From an optimization exercise on the open Yosys and OpenROAD flow, aimed at small area, a short achievable clock period and few clock cycles per item; shortcuts taken in it are not production practice.
At most, simulation tests tie the RTL to the original design; equivalence was not proved.
Function not checked in run 1: the RTL went through the layout flow alone.
Power and IR drop assume default switching activity.

$ cat config.mk
export PLATFORM = sky130hd
export DESIGN_NAME = LASER
export DESIGN_NICKNAME = LASER
export VERILOG_FILES = /design/flow/design.v
export SDC_FILE = /design/flow/constraint.sdc
export NUM_CORES = 4
export LEC_CHECK = 0
export CAP_MARGIN = 20
export CORE_MARGIN = 2
export CORE_UTILIZATION = 40
export SLEW_MARGIN = 20
$ cat run.sh
#!/bin/bash
# synth_recipe.tcl (not shown) runs the flow's synth.tcl, then flattens the netlist and writes it again
# the make line also repeats each setting of config.mk as NAME=value (left out here)
make -C /OpenROAD-flow-scripts/flow DESIGN_CONFIG=/design/flow/config.mk WORK_HOME=/design/flow/orfs CLKGATE_MAP_FILE= SYNTH_SCRIPT=/design/flow/synth_recipe.tcl finish
$ cat constraint.sdc
create_clock -name core_clock -period 6.0 [get_ports {CLK}]
set_input_delay 1.2000 -clock core_clock [delete_from_list [all_inputs] [get_ports {CLK}]]
set_output_delay 1.2000 -clock core_clock [all_outputs]
set_load 0.01 [all_outputs]
$ cat design.v
module LASER (
input CLK,
input RST,
input [3:0] X,
input [3:0] Y,
output reg [3:0] C1X,
output reg [3:0] C1Y,
output reg [3:0] C2X,
output reg [3:0] C2Y,
output reg DONE);
localparam [12:0] NREAD  = 13'd40;
localparam [12:0] LASTC  = 13'd4040;    
function [9:0] lfsr_step;
  input [9:0] v;
  input integer n;
  integer k;
  begin
    lfsr_step = v;
    for (k = 0; k < n; k = k + 1)
      lfsr_step = {lfsr_step[8:0], lfsr_step[9] ^ lfsr_step[6]};
  end
endfunction
reg  [9:0]  V;
reg  [12:0] cnt;
wire        ph1   = cnt[0];              
wire        rd    = (cnt < NREAD);
wire        last  = (cnt == LASTC);
wire [9:0]  V1    = lfsr_step(V, 1);
wire [9:0]  V2    = lfsr_step(V, 2);
wire [9:0]  V42   = lfsr_step(V, 42);
wire [9:0]  VD    = lfsr_step(V, 41);      
wire [9:0]  Vn    = rd ? V1 : last ? V2 : ph1 ? V42 : V;
wire        rnd_acc = (VD < 10'd150);
always @(posedge CLK) begin
  if (RST) begin
    V   <= 10'h1;
    cnt <= 13'd0;
  end else begin
    V   <= Vn;
    cnt <= last ? 13'd0 : cnt + 13'd1;
  end
end
always @(posedge CLK) begin
  if (RST) DONE <= 1'b0;
  else     DONE <= (cnt == LASTC - 13'd1);
end
reg [7:0] P [0:39];
integer i;
always @(posedge CLK) begin
  P[0] <= rd ? {X, Y} : P[39];
  for (i = 1; i < 40; i = i + 1)
    P[i] <= P[i-1];
end
reg [3:0] x1, y1, x2, y2;          
reg [3:0] t1x, t1y, t2x, t2y;      
reg [5:0] prev, best;
function [3:0] mv;
  input [3:0] b;
  input       up;
  input       s1;                  
  reg   [4:0] sum;
  begin
    if (up) begin
      sum = {1'b0, b} + (s1 ? 5'd1 : 5'd2);
      mv  = sum[4] ? 4'd15 : sum[3:0];
    end else begin
      sum = {1'b0, b} - (s1 ? 5'd1 : 5'd2);
      mv  = sum[4] ? 4'd0 : sum[3:0];
    end
  end
endfunction
function [3:0] cls;
  input [3:0] p, c;
  reg [4:0] d, k;
  integer b;
  begin
    k[0] = 1'b1;
    for (b = 0; b < 4; b = b + 1) begin
      d[b]   = p[b] ^ ~c[b] ^ k[b];
      k[b+1] = (p[b] & ~c[b]) | (p[b] & k[b]) | (~c[b] & k[b]);
    end
    d[4] = ~k[4];
    cls[0] = ~|d;
    cls[1] = (~d[4] & ~d[3] & ~d[2] & ~(d[1] & d[0])) | (d[4] & d[3] & d[2] & d[1]);
    cls[2] = (~d[4] & ~d[3] & ~d[2]) | (d[4] & d[3] & d[2] & (d[1] | d[0]));
    cls[3] = (~d[4] & ~d[3] & (~d[2] | ~(d[1] | d[0]))) | (d[4] & d[3] & d[2]);
  end
endfunction
function cov1;
  input [3:0] px, py, cx, cy;
  reg [3:0] a, b;
  begin
    a = cls(px, cx);
    b = cls(py, cy);
    cov1 = (a[3] & b[0]) | (a[2] & b[1]) | (a[1] & b[2]) | (a[0] & b[3]);
  end
endfunction
reg [39:0] hit;
integer j;
always @(*)
  for (j = 0; j < 40; j = j + 1)
    hit[j] = cov1(P[j][7:4], P[j][3:0], t1x, t1y) | cov1(P[j][7:4], P[j][3:0], t2x, t2y);
wire [5:0] ca, cb;
wire cs1 = hit[0] ^ hit[1] ^ hit[2];
wire cs2 = (hit[0] & hit[1]) | (hit[0] & hit[2]) | (hit[1] & hit[2]);
wire cs3 = hit[3] ^ hit[4] ^ hit[5];
wire cs4 = (hit[3] & hit[4]) | (hit[3] & hit[5]) | (hit[4] & hit[5]);
wire cs5 = hit[6] ^ hit[7] ^ hit[8];
wire cs6 = (hit[6] & hit[7]) | (hit[6] & hit[8]) | (hit[7] & hit[8]);
wire cs7 = hit[9] ^ hit[10] ^ hit[11];
wire cs8 = (hit[9] & hit[10]) | (hit[9] & hit[11]) | (hit[10] & hit[11]);
wire cs9 = hit[12] ^ hit[13] ^ hit[14];
wire cs10 = (hit[12] & hit[13]) | (hit[12] & hit[14]) | (hit[13] & hit[14]);
wire cs11 = hit[15] ^ hit[16] ^ hit[17];
wire cs12 = (hit[15] & hit[16]) | (hit[15] & hit[17]) | (hit[16] & hit[17]);
wire cs13 = hit[18] ^ hit[19] ^ hit[20];
wire cs14 = (hit[18] & hit[19]) | (hit[18] & hit[20]) | (hit[19] & hit[20]);
wire cs15 = hit[21] ^ hit[22] ^ hit[23];
wire cs16 = (hit[21] & hit[22]) | (hit[21] & hit[23]) | (hit[22] & hit[23]);
wire cs17 = hit[24] ^ hit[25] ^ hit[26];
wire cs18 = (hit[24] & hit[25]) | (hit[24] & hit[26]) | (hit[25] & hit[26]);
wire cs19 = hit[27] ^ hit[28] ^ hit[29];
wire cs20 = (hit[27] & hit[28]) | (hit[27] & hit[29]) | (hit[28] & hit[29]);
wire cs21 = hit[30] ^ hit[31] ^ hit[32];
wire cs22 = (hit[30] & hit[31]) | (hit[30] & hit[32]) | (hit[31] & hit[32]);
wire cs23 = hit[33] ^ hit[34] ^ hit[35];
wire cs24 = (hit[33] & hit[34]) | (hit[33] & hit[35]) | (hit[34] & hit[35]);
wire cs25 = hit[36] ^ hit[37] ^ hit[38];
wire cs26 = (hit[36] & hit[37]) | (hit[36] & hit[38]) | (hit[37] & hit[38]);
wire cs27 = cs1 ^ cs3 ^ cs5;
wire cs28 = (cs1 & cs3) | (cs1 & cs5) | (cs3 & cs5);
wire cs29 = cs7 ^ cs9 ^ cs11;
wire cs30 = (cs7 & cs9) | (cs7 & cs11) | (cs9 & cs11);
wire cs31 = cs13 ^ cs15 ^ cs17;
wire cs32 = (cs13 & cs15) | (cs13 & cs17) | (cs15 & cs17);
wire cs33 = cs19 ^ cs21 ^ cs23;
wire cs34 = (cs19 & cs21) | (cs19 & cs23) | (cs21 & cs23);
wire cs35 = cs2 ^ cs4 ^ cs6;
wire cs36 = (cs2 & cs4) | (cs2 & cs6) | (cs4 & cs6);
wire cs37 = cs8 ^ cs10 ^ cs12;
wire cs38 = (cs8 & cs10) | (cs8 & cs12) | (cs10 & cs12);
wire cs39 = cs14 ^ cs16 ^ cs18;
wire cs40 = (cs14 & cs16) | (cs14 & cs18) | (cs16 & cs18);
wire cs41 = cs20 ^ cs22 ^ cs24;
wire cs42 = (cs20 & cs22) | (cs20 & cs24) | (cs22 & cs24);
wire cs43 = pr0 ^ pr1 ^ pr2;
wire cs44 = (pr0 & pr1) | (pr0 & pr2) | (pr1 & pr2);
wire cs45 = pr3 ^ pr4 ^ pr5;
wire cs46 = (pr3 & pr4) | (pr3 & pr5) | (pr4 & pr5);
wire cs47 = pr6 ^ pr7 ^ pr8;
wire cs48 = (pr6 & pr7) | (pr6 & pr8) | (pr7 & pr8);
wire cs49 = pr9 ^ pr10 ^ pr11;
wire cs50 = (pr9 & pr10) | (pr9 & pr11) | (pr10 & pr11);
wire cs51 = pr12 ^ pr13 ^ pr14;
wire cs52 = (pr12 & pr13) | (pr12 & pr14) | (pr13 & pr14);
wire cs53 = pr15 ^ pr16 ^ pr17;
wire cs54 = (pr15 & pr16) | (pr15 & pr17) | (pr16 & pr17);
wire cs55 = cs44 ^ cs46 ^ cs47;
wire cs56 = (cs44 & cs46) | (cs44 & cs47) | (cs46 & cs47);
wire cs57 = cs48 ^ cs50 ^ cs52;
wire cs58 = (cs48 & cs50) | (cs48 & cs52) | (cs50 & cs52);
wire cs59 = cs55 ^ cs49 ^ cs51;
wire cs60 = (cs55 & cs49) | (cs55 & cs51) | (cs49 & cs51);
wire cs61 = cs56 ^ cs57 ^ cs53;
wire cs62 = (cs56 & cs57) | (cs56 & cs53) | (cs57 & cs53);
wire cs63 = cs60 ^ cs61 ^ pr18;
wire cs64 = (cs60 & cs61) | (cs60 & pr18) | (cs61 & pr18);
wire cs65 = cs62 ^ cs58 ^ cs54;
wire cs66 = (cs62 & cs58) | (cs62 & cs54) | (cs58 & cs54);
reg pr0;
reg pr1;
reg pr2;
reg pr3;
reg pr4;
reg pr5;
reg pr6;
reg pr7;
reg pr8;
reg pr9;
reg pr10;
reg pr11;
reg pr12;
reg pr13;
reg pr14;
reg pr15;
reg pr16;
reg pr17;
reg pr18;
always @(posedge CLK) begin
  pr0 <= cs27;
  pr1 <= cs29;
  pr2 <= cs31;
  pr3 <= cs33;
  pr4 <= cs25;
  pr5 <= hit[39];
  pr6 <= cs28;
  pr7 <= cs30;
  pr8 <= cs32;
  pr9 <= cs34;
  pr10 <= cs35;
  pr11 <= cs37;
  pr12 <= cs39;
  pr13 <= cs41;
  pr14 <= cs26;
  pr15 <= cs36;
  pr16 <= cs38;
  pr17 <= cs40;
  pr18 <= cs42;
end
assign ca = {1'b0, cs66, cs64, cs63, cs59, cs43};
assign cb = {1'b0, 1'b0, cs65, 1'b0, 1'b0, cs45};
wire [5:0] cov = ca + cb;
function gt3;
  input [5:0] a, b, r;
  reg [5:0] s, k;
  reg [6:0] t;
  begin
    s = a ^ b ^ ~r;
    k = (a & b) | (a & ~r) | (b & ~r);
    t = {1'b0, s} + {k, 1'b0};
    gt3 = t[6];
  end
endfunction
wire accept = gt3(ca, cb, prev) | rnd_acc;
wire better = gt3(ca, cb, best);
wire [3:0] ix1 = rd ? 4'd0 : x1;
wire [3:0] iy1 = rd ? 4'd0 : y1;
wire [3:0] ix2 = rd ? 4'd8 : x2;
wire [3:0] iy2 = rd ? 4'd8 : y2;
wire [15:0] cand_x = {mv(ix1, Vn[0], Vn[5]), mv(iy1, Vn[3], Vn[5]), mv(ix2, Vn[5], Vn[5]), mv(iy2, Vn[9], Vn[5])};
wire [15:0] cand_t = {mv(t1x, Vn[0], Vn[5]), mv(t1y, Vn[3], Vn[5]), mv(t2x, Vn[5], Vn[5]), mv(t2y, Vn[9], Vn[5])};
wire        dec    = ph1 & ~rd & accept;
always @(posedge CLK) begin
  if (rd) begin
    x1 <= 4'd0; y1 <= 4'd0; x2 <= 4'd8; y2 <= 4'd8;
  end else if (dec) begin
    x1 <= t1x; y1 <= t1y; x2 <= t2x; y2 <= t2y;
  end
  if (rd || ph1)
    {t1x, t1y, t2x, t2y} <= dec ? cand_t : cand_x;
  if (rd) begin
    prev <= 6'd0;
    best <= 6'd0;
  end else if (ph1) begin
    if (accept) prev <= cov;
    if (better) best <= cov;
  end
end
always @(posedge CLK) begin
  if (RST) begin
    C1X <= 4'd7; C1Y <= 4'd7;
    C2X <= 4'd7; C2Y <= 4'd7;
  end else if (!rd && !last && ph1 && better) begin
    C1X <= t1x; C1Y <= t1y;
    C2X <= t2x; C2Y <= t2y;
  end
end
endmodule
==> results.yml, run 1 <==
yosys:
  ys_seq_area_frac: 0.234
  syn-instance-count: 3988
  syn_area_per_cell_um2: 9.24
  synthFlopType: "dfxtp_1"
  ys_warn_count: 2
  synthArstFlopShare: 0
  synthesis.area_mm2: 0.0369
  synth_seq_cells: 423
  synth_nets: 4747
  netlist-cell-type-count: 90
  synth_edf_count: 16
clocking:
  postCtsSetupRepairBufs: 0
  worstSkewPairLatency_ns: 0.63
  cts_made_buffers: 51
  root_buffer: "clkbuf_16"
  clk_pin_slew_worst_paths_ns: 0.06
  hold_buffers: 0
  clock_sinks: 423
  clock_path_buffers: 3
  post_cts_resized: 0
  htreeDepth: 2
  cts_tree: "yes"
timing:
  slew_violations: 0
  finalSetupTns_ns: 0
  finalSetupViolCount: 0
  rsz0062_at_grt: "no"
  holdWs_ns: 0.348
  relSlewSlack: 0.291
  tightest_slew_ns: 1.06
  max_freq_ghz: 0.192
  final-hold-violation-count: 0
  fin_crit_ns: 5.22
  skew_ns: 0.0278
  min_period_over_period: 0.870
hold_path:
  holdPathStages: 0
  hold_end: "P[18][0]"
  min_path_type: "register to register"
  min_from: "P[17][0]"
floorplanning:
  core_area_mm2: 0.0915
  io_pins: 27
  die_w_um: 308
  initial_core_util: 0.403
  rows: 111
  die_y_um: 308
  die_area_mm2: 0.0946
flow_run:
  maxCapViolations: 0
setup_path:
  critPathBufInv: 3
  worstSetupPathType: "register to register"
  worstRegToRegCells: 16
  timing.rr.end: "t2y[3]"
  cpMostUsedCell: "fa_1"
  cp_slowest_cell: "fa_1"
  crit_family: "adder cells"
  cpPeakStageDelay_ns: 0.52
  r2r_setup_slack_ns: 0.78
  crit_path_end_kind: "register"
  start_kind: "register"
  r2r_start: "pr9"
  crit_chain: "fa_1, fa_1, inv_1, fa_1, inv_1, fa_1, fa_1, ha_1, and3_1, a221oi_1, o21ai_0, a22oi_2, buf_4, nor2_2, o211ai_1, a31o_1"
  cp.arrival_ns: 5.60
  critPathRequiredTime_ns: 6.38
  worstPathMaxFanout: 29
drt:
  route.detailed.drc: 0
  wl_per_cell_um: 17.3
  drt_first_pass_iters: 5
  postRouteAntennaNets: 0
  vias_per_cell: 5.08
  vias: 26900
  drt-total-wl_um: 91700
  drtIter0Drc: 1336
final_layout:
  drive_gt1_frac: 0.0488
  area_growth_pct: 10.3
  nFillCells: 8674
  multi_input_area_mm2: 0.0250
  nets: 4821
  regArea_mm2: 0.00863
global_routing:
  grt_pass1_vias: 26900
  gr-total-overflow: 0
  grtUsageTotal: 0.200
  antenna_found_initial: 0
  grt_pass1_wl_um: 149000
  grt_max_degree: 49
place:
  io_buffers: 26
  dp_hpwl_um: 68100
  routabilityCongestion: 0.847
status:
  status: "timing/DRC/antenna clean"
power:
  power_density_mw_per_mm2: 248
  total_leakage_power_nw: 17.8
  peakVddDrop_mv: 0.368
## cells by family after synthesis
logic type | count (synthesis) | synth area share
AND/OR/NAND/NOR | 1102 | 0.158
buffers and inverters | 841 | 0.0879
adder cells (fa/ha/maj) | 749 | 0.362
AO/OA/AOI/OAI | 737 | 0.119
flip-flops | 423 | 0.234
multiplexers | 99 | 0.0287
XOR/XNOR | 37 | 0.00991
## cells in the mapped netlist, types with 15 or more instances
cell | n | area share
a21oi_1 | 185 | 0.025
a221oi_1 | 15 | 0.0036
a22oi_1 | 39 | 0.0079
a31oi_1 | 36 | 0.0061
and3_1 | 19 | 0.0032
buf_2 | 15 | 0.0020
clkbuf_1 | 22 | 0.0022
dfxtp_1 | 407 | 0.22
edfxtp_1 | 16 | 0.013
fa_1 | 531 | 0.29
ha_1 | 218 | 0.074
inv_1 | 782 | 0.080
mux2_2 | 23 | 0.0070
mux2i_1 | 72 | 0.020
nand2_1 | 227 | 0.023
nand2b_1 | 55 | 0.0093
nand3_1 | 84 | 0.011
nand3b_1 | 92 | 0.019
nand4_1 | 23 | 0.0039
nor2_1 | 256 | 0.026
nor2b_1 | 181 | 0.031
nor3_1 | 51 | 0.0069
nor3b_1 | 45 | 0.0092
nor4_1 | 16 | 0.0027
o211ai_1 | 15 | 0.0031
o21ai_0 | 282 | 0.038
o221ai_1 | 20 | 0.0048
o22ai_1 | 64 | 0.011
xnor2_1 | 20 | 0.0048
## power by group
group | total (mW) | switching, mW | internal [mW]
Sequential | 3.15 | 0.160 | 2.99
Clock | 3.42 | 1.35 | 2.07
Combinational | 3.53 | 2.05 | 1.48
Total | 10.1 | 3.56 | 6.54
## layout make-up
type,instances,share of cell area
multi-input combinational,2724,0.615
sequential,423,0.212
inverter,783,0.0728
tap,1186,0.0365
clock buffer,66,0.0353
timing repair buffer,79,0.0190
clock inverter,26,0.00938
antenna,1,0.0000615
## sequential cells by signal, indices dropped and copies added, names as in the netlist, 4 cells and up
name,flops
prev,6
t2y,4
C1X,4
C2X,4
P,320
cnt,13
t2x,4
best,6
y1,4
x2,4
t1y,4
t1x,4
x1,4
V,10
C2Y,4
C1Y,4
y2,4
## how the worst max path moves through the flow
stage / from / endpoint / slack [ns] / depth (start not counted)
2_1_floorplan: t2y[2] / pr0 / 0.64 / 11
3_3_place_gp: pr6 / t1x[2] / 0.85 / 15
3_5_place_dp: pr9 / t2y[3] / 0.75 / 16
4_1_cts: pr9 / t2y[3] / 0.77 / 16
5_1_grt: pr9 / t2y[3] / 0.49 / 16
6_report: pr9 / t2y[3] / 0.78 / 16
## metal layers
metal / vias to the layer above / GRT usage / part of all wire
met5: - / 0 / 0
met4: 0 / 0.0400 / 0.017
met3: 102 / 0.0213 / 0.034
met2: 383 / 0.342 / 0.48
met1: 13200 / 0.276 / 0.47
li1: 13200 / - / -
## per-stage QoR
stage               std cells  instance area, um^2  power, mW   util  worst slack, ns
finish                   5288                40700       10.1  0.444            0.780
floorplan                3988                36900       5.87      -            0.639
detailed placement       5195                38800       6.76  0.424            0.749
global placement         5195                38800       6.71  0.424            0.852
CTS                      5287                40700       10.2  0.444            0.769
global route             5287                40700       10.8  0.444            0.489
## placed cells by master, fill, tap and decap left out, drive strengths merged, types with 66 or more instances in the layout
cell type,synthesis,routed
a21oi,189,189
fa,531,531
mux2i,73,73
ha,218,218
nand3,86,86
nor2b,181,181
inv,782,784
nor2,259,259
o21ai,283,283
nand2,227,227
dfxtp,407,407
nand3b,92,92
clkbuf,22,66
## worst register-to-register path, cell delays in order, from the launching register on
cell and delay, ns:
dfxtp_1 0.32, fa_1 0.45, fa_1 0.52, inv_1 0.06
fa_1 0.50, inv_1 0.05, fa_1 0.43, fa_1 0.45
ha_1 0.30, and3_1 0.15, a221oi_1 0.07, o21ai_0 0.31
a22oi_2 0.14, buf_4 0.28, nor2_2 0.52, o211ai_1 0.19
a31o_1 0.25
==> run 2, diff against run 1 <==
--- a/design.v
+++ b/design.v
@@ -145,26 +145,26 @@
 wire cs42 = (cs20 & cs22) | (cs20 & cs24) | (cs22 & cs24);
-wire cs43 = pr0 ^ pr1 ^ pr2;
-wire cs44 = (pr0 & pr1) | (pr0 & pr2) | (pr1 & pr2);
-wire cs45 = pr3 ^ pr4 ^ pr5;
-wire cs46 = (pr3 & pr4) | (pr3 & pr5) | (pr4 & pr5);
-wire cs47 = pr6 ^ pr7 ^ pr8;
-wire cs48 = (pr6 & pr7) | (pr6 & pr8) | (pr7 & pr8);
-wire cs49 = pr9 ^ pr10 ^ pr11;
-wire cs50 = (pr9 & pr10) | (pr9 & pr11) | (pr10 & pr11);
-wire cs51 = pr12 ^ pr13 ^ pr14;
-wire cs52 = (pr12 & pr13) | (pr12 & pr14) | (pr13 & pr14);
-wire cs53 = pr15 ^ pr16 ^ pr17;
-wire cs54 = (pr15 & pr16) | (pr15 & pr17) | (pr16 & pr17);
-wire cs55 = cs44 ^ cs46 ^ cs47;
-wire cs56 = (cs44 & cs46) | (cs44 & cs47) | (cs46 & cs47);
-wire cs57 = cs48 ^ cs50 ^ cs52;
-wire cs58 = (cs48 & cs50) | (cs48 & cs52) | (cs50 & cs52);
-wire cs59 = cs55 ^ cs49 ^ cs51;
-wire cs60 = (cs55 & cs49) | (cs55 & cs51) | (cs49 & cs51);
-wire cs61 = cs56 ^ cs57 ^ cs53;
-wire cs62 = (cs56 & cs57) | (cs56 & cs53) | (cs57 & cs53);
-wire cs63 = cs60 ^ cs61 ^ pr18;
-wire cs64 = (cs60 & cs61) | (cs60 & pr18) | (cs61 & pr18);
-wire cs65 = cs62 ^ cs58 ^ cs54;
-wire cs66 = (cs62 & cs58) | (cs62 & cs54) | (cs58 & cs54);
+wire cs43 = cs27 ^ cs29 ^ cs31;
+wire cs44 = (cs27 & cs29) | (cs27 & cs31) | (cs29 & cs31);
+wire cs45 = cs33 ^ cs25 ^ hit[39];
+wire cs46 = (cs33 & cs25) | (cs33 & hit[39]) | (cs25 & hit[39]);
+wire cs47 = cs28 ^ cs30 ^ cs32;
+wire cs48 = (cs28 & cs30) | (cs28 & cs32) | (cs30 & cs32);
+wire cs49 = cs34 ^ cs35 ^ cs37;
+wire cs50 = (cs34 & cs35) | (cs34 & cs37) | (cs35 & cs37);
+wire cs51 = cs39 ^ cs41 ^ cs26;
+wire cs52 = (cs39 & cs41) | (cs39 & cs26) | (cs41 & cs26);
+wire cs53 = cs36 ^ cs38 ^ cs40;
+wire cs54 = (cs36 & cs38) | (cs36 & cs40) | (cs38 & cs40);
+wire cs55 = pr2 ^ pr3 ^ pr4;
+wire cs56 = (pr2 & pr3) | (pr2 & pr4) | (pr3 & pr4);
+wire cs57 = pr7 ^ pr8 ^ pr9;
+wire cs58 = (pr7 & pr8) | (pr7 & pr9) | (pr8 & pr9);
+wire cs59 = cs55 ^ pr5 ^ pr6;
+wire cs60 = (cs55 & pr5) | (cs55 & pr6) | (pr5 & pr6);
+wire cs61 = cs56 ^ cs57 ^ pr10;
+wire cs62 = (cs56 & cs57) | (cs56 & pr10) | (cs57 & pr10);
+wire cs63 = cs60 ^ cs61 ^ pr11;
+wire cs64 = (cs60 & cs61) | (cs60 & pr11) | (cs61 & pr11);
+wire cs65 = cs62 ^ cs58 ^ pr12;
+wire cs66 = (cs62 & cs58) | (cs62 & pr12) | (cs58 & pr12);
 reg pr0;
@@ -182,31 +182,19 @@
 reg pr12;
-reg pr13;
-reg pr14;
-reg pr15;
-reg pr16;
-reg pr17;
-reg pr18;
-always @(posedge CLK) begin
-  pr0 <= cs27;
-  pr1 <= cs29;
-  pr2 <= cs31;
-  pr3 <= cs33;
-  pr4 <= cs25;
-  pr5 <= hit[39];
-  pr6 <= cs28;
-  pr7 <= cs30;
-  pr8 <= cs32;
-  pr9 <= cs34;
-  pr10 <= cs35;
-  pr11 <= cs37;
-  pr12 <= cs39;
-  pr13 <= cs41;
-  pr14 <= cs26;
-  pr15 <= cs36;
-  pr16 <= cs38;
-  pr17 <= cs40;
-  pr18 <= cs42;
-end
-assign ca = {1'b0, cs66, cs64, cs63, cs59, cs43};
-assign cb = {1'b0, 1'b0, cs65, 1'b0, 1'b0, cs45};
+always @(posedge CLK) begin
+  pr0 <= cs43;
+  pr1 <= cs45;
+  pr2 <= cs44;
+  pr3 <= cs46;
+  pr4 <= cs47;
+  pr5 <= cs49;
+  pr6 <= cs51;
+  pr7 <= cs48;
+  pr8 <= cs50;
+  pr9 <= cs52;
+  pr10 <= cs53;
+  pr11 <= cs42;
+  pr12 <= cs54;
+end
+assign ca = {1'b0, cs66, cs64, cs63, cs59, pr0};
+assign cb = {1'b0, 1'b0, cs65, 1'b0, 1'b0, pr1};
 wire [5:0] cov = ca + cb;
--- a/config.mk
+++ b/config.mk
@@ -10,2 +10,3 @@
 export CORE_UTILIZATION = 40
+export SETUP_SLACK_MARGIN = 1.5
 export SLEW_MARGIN = 20
==> results.yml, run 2 <==
place:
  routabilityCongestion: 0.837
  io_buffers: 26
  dp.cells: 5188
  dp_hpwl_um: 65800
  dpl-instance-area_mm2: 0.0389
global_routing:
  antenna_found_initial: 2
  grtUsageTotal: 0.212
  grt_max_degree: 52
  grt_pass1_wl_um: 155000
  grt_pass1_vias: 27300
  gr-total-overflow: 0
yosys:
  syn_area_per_cell_um2: 9.21
  ys_warn_count: 2
  synthFlopType: "dfxtp_1"
  ys_top_cells_by_area: "fa_1 29%, dfxtp_1 22%, inv_1 8.3%"
  synth_nets: 4741
  synthesis.area_mm2: 0.0367
  synth_seq_cells: 417
  synth_top_cells_by_count: "808 x inv_1, 531 x fa_1, 401 x dfxtp_1"
  synthArstFlopShare: 0
  synth_area_leader_cell: "fa_1"
  synth_top_area_share: 0.290
  synth_edf_count: 16
  syn-instance-count: 3982
  netlist-cell-type-count: 83
  yosysMostFrequentCell: "inv_1"
  ys_seq_area_frac: 0.232
setup_path:
  worstSetupPathType: "register to register"
  cp.arrival_ns: 5.15
  critPathRequiredTime_ns: 6.51
  worstPathMaxFanout: 41
  r2r_setup_slack_ns: 1.36
  crit_path_end_kind: "register"
  start_kind: "register"
clocking:
  cts_tree: "yes"
  htreeDepth: 2
  clock_sinks: 417
  clock_path_buffers: 3
  hold_buffers: 0
  clk_pin_slew_worst_paths_ns: 0.06
  worstSkewPairLatency_ns: 0.64
  cts_made_buffers: 53
  root_buffer: "clkbuf_16"
final_layout:
  final_common_cell: "inv_1"
  biggestRegsByFlops: "P: 320 flops, cnt: 13 flops, V: 10 flops"
  area_growth_pct: 16.1
  utilization: 0.467
  nets: 4899
  layout.cells.non_filler: 5371
  largest_register_ffs: 320
  fin_area_mm2: 0.0426
  top_register: "P"
  final_cell_mix: "784 x inv_1, 445 x fa_1, 401 x dfxtp_1, 292 x nor2_1, 216 x ha_1"
  drive_gt1_frac: 0.107
timing:
  finalSetupViolCount: 0
  slew_violations: 0
  tightest_slew_ns: 0.955
  min_period_over_period: 0.774
  relSlewSlack: 0.362
  rsz0062_at_grt: "yes"
  skew_ns: 0.0314
  finalSetupTns_ns: 0
  max_freq_ghz: 0.215
  fin_crit_ns: 4.64
  final-hold-violation-count: 0
power:
  peakVddDrop_mv: 0.221
  total_leakage_power_nw: 18.5
  total_power_mw: 9.69
  power_density_mw_per_mm2: 228
floorplanning:
  io_pins: 27
  die_w_um: 307
  rows: 111
  initial_core_util: 0.402
  die_area_mm2: 0.0941
  die_y_um: 307
  core_area_mm2: 0.0912
drt:
  postRouteAntennaNets: 0
  drtIter0Drc: 1703
  route.detailed.drc: 0
  drt-total-wl_um: 101000
  drt_first_pass_iters: 6
  wl_met2_um: 48000
  vias_per_cell: 5.16
  vias: 27700
  wl_met1_um: 45700
  wl_per_cell_um: 18.8
  top_layer_used: "met5"
  route.met3.wl_um: 4520
flow_run:
  maxCapViolations: 0
status:
  status: "timing/DRC/antenna clean"
hold_path:
  min_path_type: "register to register"
## run 2: area by class of cell
type | instances | area, um^2
Sequential cell | 417 | 8510
Clock inverter | 21 | 393
Multi-Input combinational cell | 2702 | 25500
Fill cell | 8592 | 48700
Timing Repair Buffer | 156 | 2030
Clock buffer | 77 | 1570
Inverter | 810 | 3070
Antenna cell | 2 | 5.00
Tap cell | 1186 | 1480
## run 2: path summary, 6_finish.rpt
kind | cells after the start | endpoint | startpoint
max | 14 | pr0 | t2y[1]
min | 0 | P[32][4] | P[31][4]
max reg2reg | 14 | pr0 | t2y[1]
min reg2reg | 0 | P[32][4] | P[31][4]
## run 2: logic make-up after synthesis
kind of cell | count (synthesis) | synth area share
and+or+nand+nor | 1075 | 0.151
DFF | 417 | 0.232
AOI/OAI and AO/OA | 720 | 0.120
adders and majority gates | 749 | 0.364
muxes | 113 | 0.0321
buffers and inverters | 863 | 0.0899
xor gates and xnor gates | 45 | 0.0107
## run 2: metrics by stage
step | hold WS [ns] | setup slack, ns
after global routing | 0.326 | 1.19
after floorplan | 0.331 | 0.686
after CTS | 0.316 | 1.36
after detailed placement | 0.337 | 0.836
after global placement | 0.337 | 0.936
final | 0.323 | 1.36
## run 2: repair_timing
| item | in CTS | in global routing |
|---|---|---|
| buffers inserted | 40 | 24 |
| gates resized for setup | 70 | 83 |
| gates cloned | 11 | 8 |
| pin swaps | 32 | 42 |
| endpoints found under the setup margin | 15 | 27 |
## run 2: critical path, cell delays in order (launching register included)
cell and delay [ns]:
edfxtp_1 0.39, clkinvlp_4 0.12, buf_12 0.19, fa_1 0.56, fa_1 0.37, inv_1 0.08
fa_1 0.41, inv_1 0.08, nand3_1 0.07, o21ai_0 0.07, o221ai_1 0.16, o22ai_2 0.26
fa_1 0.50, fa_2 0.64, fa_2 0.44
## run 2: metal layers
metal,GRT usage,vias up
li1,-,13400
met1,0.294,13700
met4,0.0458,2
met2,0.359,515
met5,0,-
met3,0.0238,131
## run 2: power by group
| group | switching, mW | internal, mW | total (mW) |
|---|---|---|---|
| sequential | 0.160 | 2.94 | 3.10 |
| combinational | 1.70 | 1.29 | 2.99 |
| clock | 1.35 | 2.24 | 3.60 |
| total | 3.21 | 6.48 | 9.69 |
Testbench counts of run 2, summed over its fixed seeds: cycles 258,624, items 64.
==> run 3, diff against run 2 <==
--- a/config.mk
+++ b/config.mk
@@ -10,3 +10,2 @@
 export CORE_UTILIZATION = 40
-export SETUP_SLACK_MARGIN = 1.5
 export SLEW_MARGIN = 20
==> results.yml, run 3 <==
setup_path:
  cpPeakStageDelay_ns: 0.61
  critPathBufInv: 3
  crit_path_end_kind: "register"
  worstSetupPathType: "register to register"
  worstPathMaxFanout: 19
  crit_chain: "inv_4, buf_12, fa_1, inv_1, fa_1, nor4bb_1, o21ai_0, nand2_1, nand2_1, o21ai_0, nand2_1, o21ai_0, fa_1, fa_1, fa_1"
  crit_family: "adder cells"
  cpMostUsedCell: "fa_1"
  critPathRequiredTime_ns: 6.49
  start_kind: "register"
  cp_slowest_cell: "fa_1"
  cp.arrival_ns: 5.52
yosys:
  ys_top_cells_by_area: "fa_1 29%, dfxtp_1 22%, inv_1 8.3%"
  syn-instance-count: 3982
  synthFlopType: "dfxtp_1"
  ys_warn_count: 2
  ys_seq_area_frac: 0.232
  synth_top_cells_by_count: "808 x inv_1, 531 x fa_1, 401 x dfxtp_1"
  synth_nets: 4741
  synth_top_area_share: 0.290
  synthesis.area_mm2: 0.0367
  synthArstFlopShare: 0
  yosysMostFrequentCell: "inv_1"
  netlist-cell-type-count: 83
  synth_seq_cells: 417
  synth_area_leader_cell: "fa_1"
  synth_edf_count: 16
  syn_area_per_cell_um2: 9.21
drt:
  drtIter0Drc: 1491
  wl_per_cell_um: 17.3
  route.detailed.drc: 0
  drt-total-wl_um: 91600
  vias: 26800
  vias_per_cell: 5.07
  postRouteAntennaNets: 0
  drt_first_pass_iters: 6
timing:
  tightest_slew_ns: 0.984
  min_period_over_period: 0.839
  slew_violations: 0
  skew_ns: 0.0389
  relSlewSlack: 0.337
  holdWs_ns: 0.348
  finalSetupTns_ns: 0
  rsz0062_at_grt: "no"
  fin_crit_ns: 5.03
  final-hold-violation-count: 0
  finalSetupViolCount: 0
  max_freq_ghz: 0.199
place:
  io_buffers: 26
  routabilityCongestion: 0.836
  dp_hpwl_um: 67700
clocking:
  clock_sinks: 417
  post_cts_resized: 0
  cts_made_buffers: 54
  postCtsSetupRepairBufs: 0
  root_buffer: "clkbuf_16"
  clock_path_buffers: 3
  worstSkewPairLatency_ns: 0.64
  hold_buffers: 0
  clk_pin_slew_worst_paths_ns: 0.06
  htreeDepth: 2
  cts_tree: "yes"
status:
  status: "timing/DRC/antenna clean"
power:
  power_density_mw_per_mm2: 231
  total_leakage_power_nw: 17.8
  peakVddDrop_mv: 0.215
global_routing:
  antenna_found_initial: 1
  grt_pass1_vias: 26900
  grt_max_degree: 48
  grtUsageTotal: 0.200
  gr-total-overflow: 0
  grt_pass1_wl_um: 148000
final_layout:
  top_register: "P"
  area_growth_pct: 10.7
  drive_gt1_frac: 0.0494
  biggestRegsByFlops: "P: 320 flops, cnt: 13 flops, V: 10 flops"
  diodes: 0
  final_cell_mix: "800 x inv_1, 531 x fa_1, 401 x dfxtp_1, 292 x nor2_1"
  largest_register_ffs: 320
  final_common_cell: "inv_1"
  nets: 4824
floorplanning:
  rows: 111
  initial_core_util: 0.402
  core_area_mm2: 0.0912
  die_w_um: 307
  io_pins: 27
  die_y_um: 307
  die_area_mm2: 0.0941
hold_path:
  min_path_type: "register to register"
flow_run:
  maxCapViolations: 0
-- run 3: cell count changes in the layout (fill, tap and decap cells not counted), moves of 12 or more --
cell,change
o21ai_0,+25
inv_1,+16
fa_1,+86
buf_12,-14
buf_4,-35
inv_2,-16
o21ai_1,-17
buf_16,-13
fa_2,-86
nor4_1,+12
-- run 3: report_power, final --
part | internal, mW | switching (mW) | total, mW | leakage [nW]
clock | 2.03 | 1.37 | 3.40 | 0.892
combinational | 1.22 | 1.66 | 2.87 | 13.4
sequential | 2.94 | 0.174 | 3.12 | 3.54
total | 6.19 | 3.20 | 9.40 | 17.8
-- run 3: final timing paths --
path | to | cells after the start | start | slack [ns]
worst min register to register | P[32][4] | 0 | P[31][4] | 0.35
worst max register to register | pr0 | 15 | t1x[1] | 0.97
worst min-delay path | P[32][4] | 0 | P[31][4] | 0.35
worst max-delay path | pr0 | 15 | t1x[1] | 0.97
-- run 3: final cells by class --
class,count,area (um^2)
well taps,1186,1480
fillers,8741,50600
repair buffers,80,848
clock inverters,27,324
multi-input cells,2702,24900
clock buffers,73,1520
flip-flops and latches,417,8510
inverters,810,3060
-- run 3: logic make-up after synthesis --
logic type      count (synthesis)  share of synthesized area
compound gates                720                      0.120
xor+xnor                       45                     0.0107
fa+ha+maj                     749                      0.364
buf+inv                       863                     0.0899
flops                         417                      0.232
mux                           113                     0.0321
simple gates                 1075                      0.151
-- run 3: per-layer routing --
metal,GRT usage,wire length [um],vias to the layer above
li1,-,-,13200
met1,0.279,43300,13000
met2,0.327,42200,486
met3,0.0247,3560,140
met4,0.0552,2460,0
met5,0,0,-
-- run 3: stage by stage --
stage | utilization | area (um^2) | cells | setup WS, ns | total power [mW]
global placement | 0.425 | 38800 | 5194 | 1.07 | 5.98
CTS | 0.445 | 40600 | 5295 | 0.970 | 9.50
finish | 0.445 | 40600 | 5295 | 0.969 | 9.40
floorplan | - | 36700 | 3982 | 0.412 | 5.23
global route | 0.445 | 40600 | 5295 | 0.691 | 10.0
detailed placement | 0.425 | 38800 | 5195 | 0.989 | 6.04

## separate check: timing with driven ports
The flow's constraints put no driver on any port. The routed layouts listed below were extracted and timed again, unchanged, in two steps.
Step 1 sets driving cells, clkbuf_16 on the clock port and buf_2 on the other inputs (assumed; they add their load-dependent delay and slew).
Step 2, shift: input delay + t, output delay - t, t = (earliest + latest rising clock arrival at the registers) / 2. This alone moves slack from input paths to output paths.
Three values: no drivers, after step 1, after step 2; two values: the first two.
run | t, ns | setup slack, ns | worst setup path after step 2
run 1 | 0.675 | 0.780 / 0.780 / 0.780 | register to register
run 2 | 0.694 | 1.358 / 1.358 / 1.358 | register to register
run 3 | 0.674 | 0.969 / 0.969 / 0.969 | register to register
After both steps every run listed still meets setup and hold.
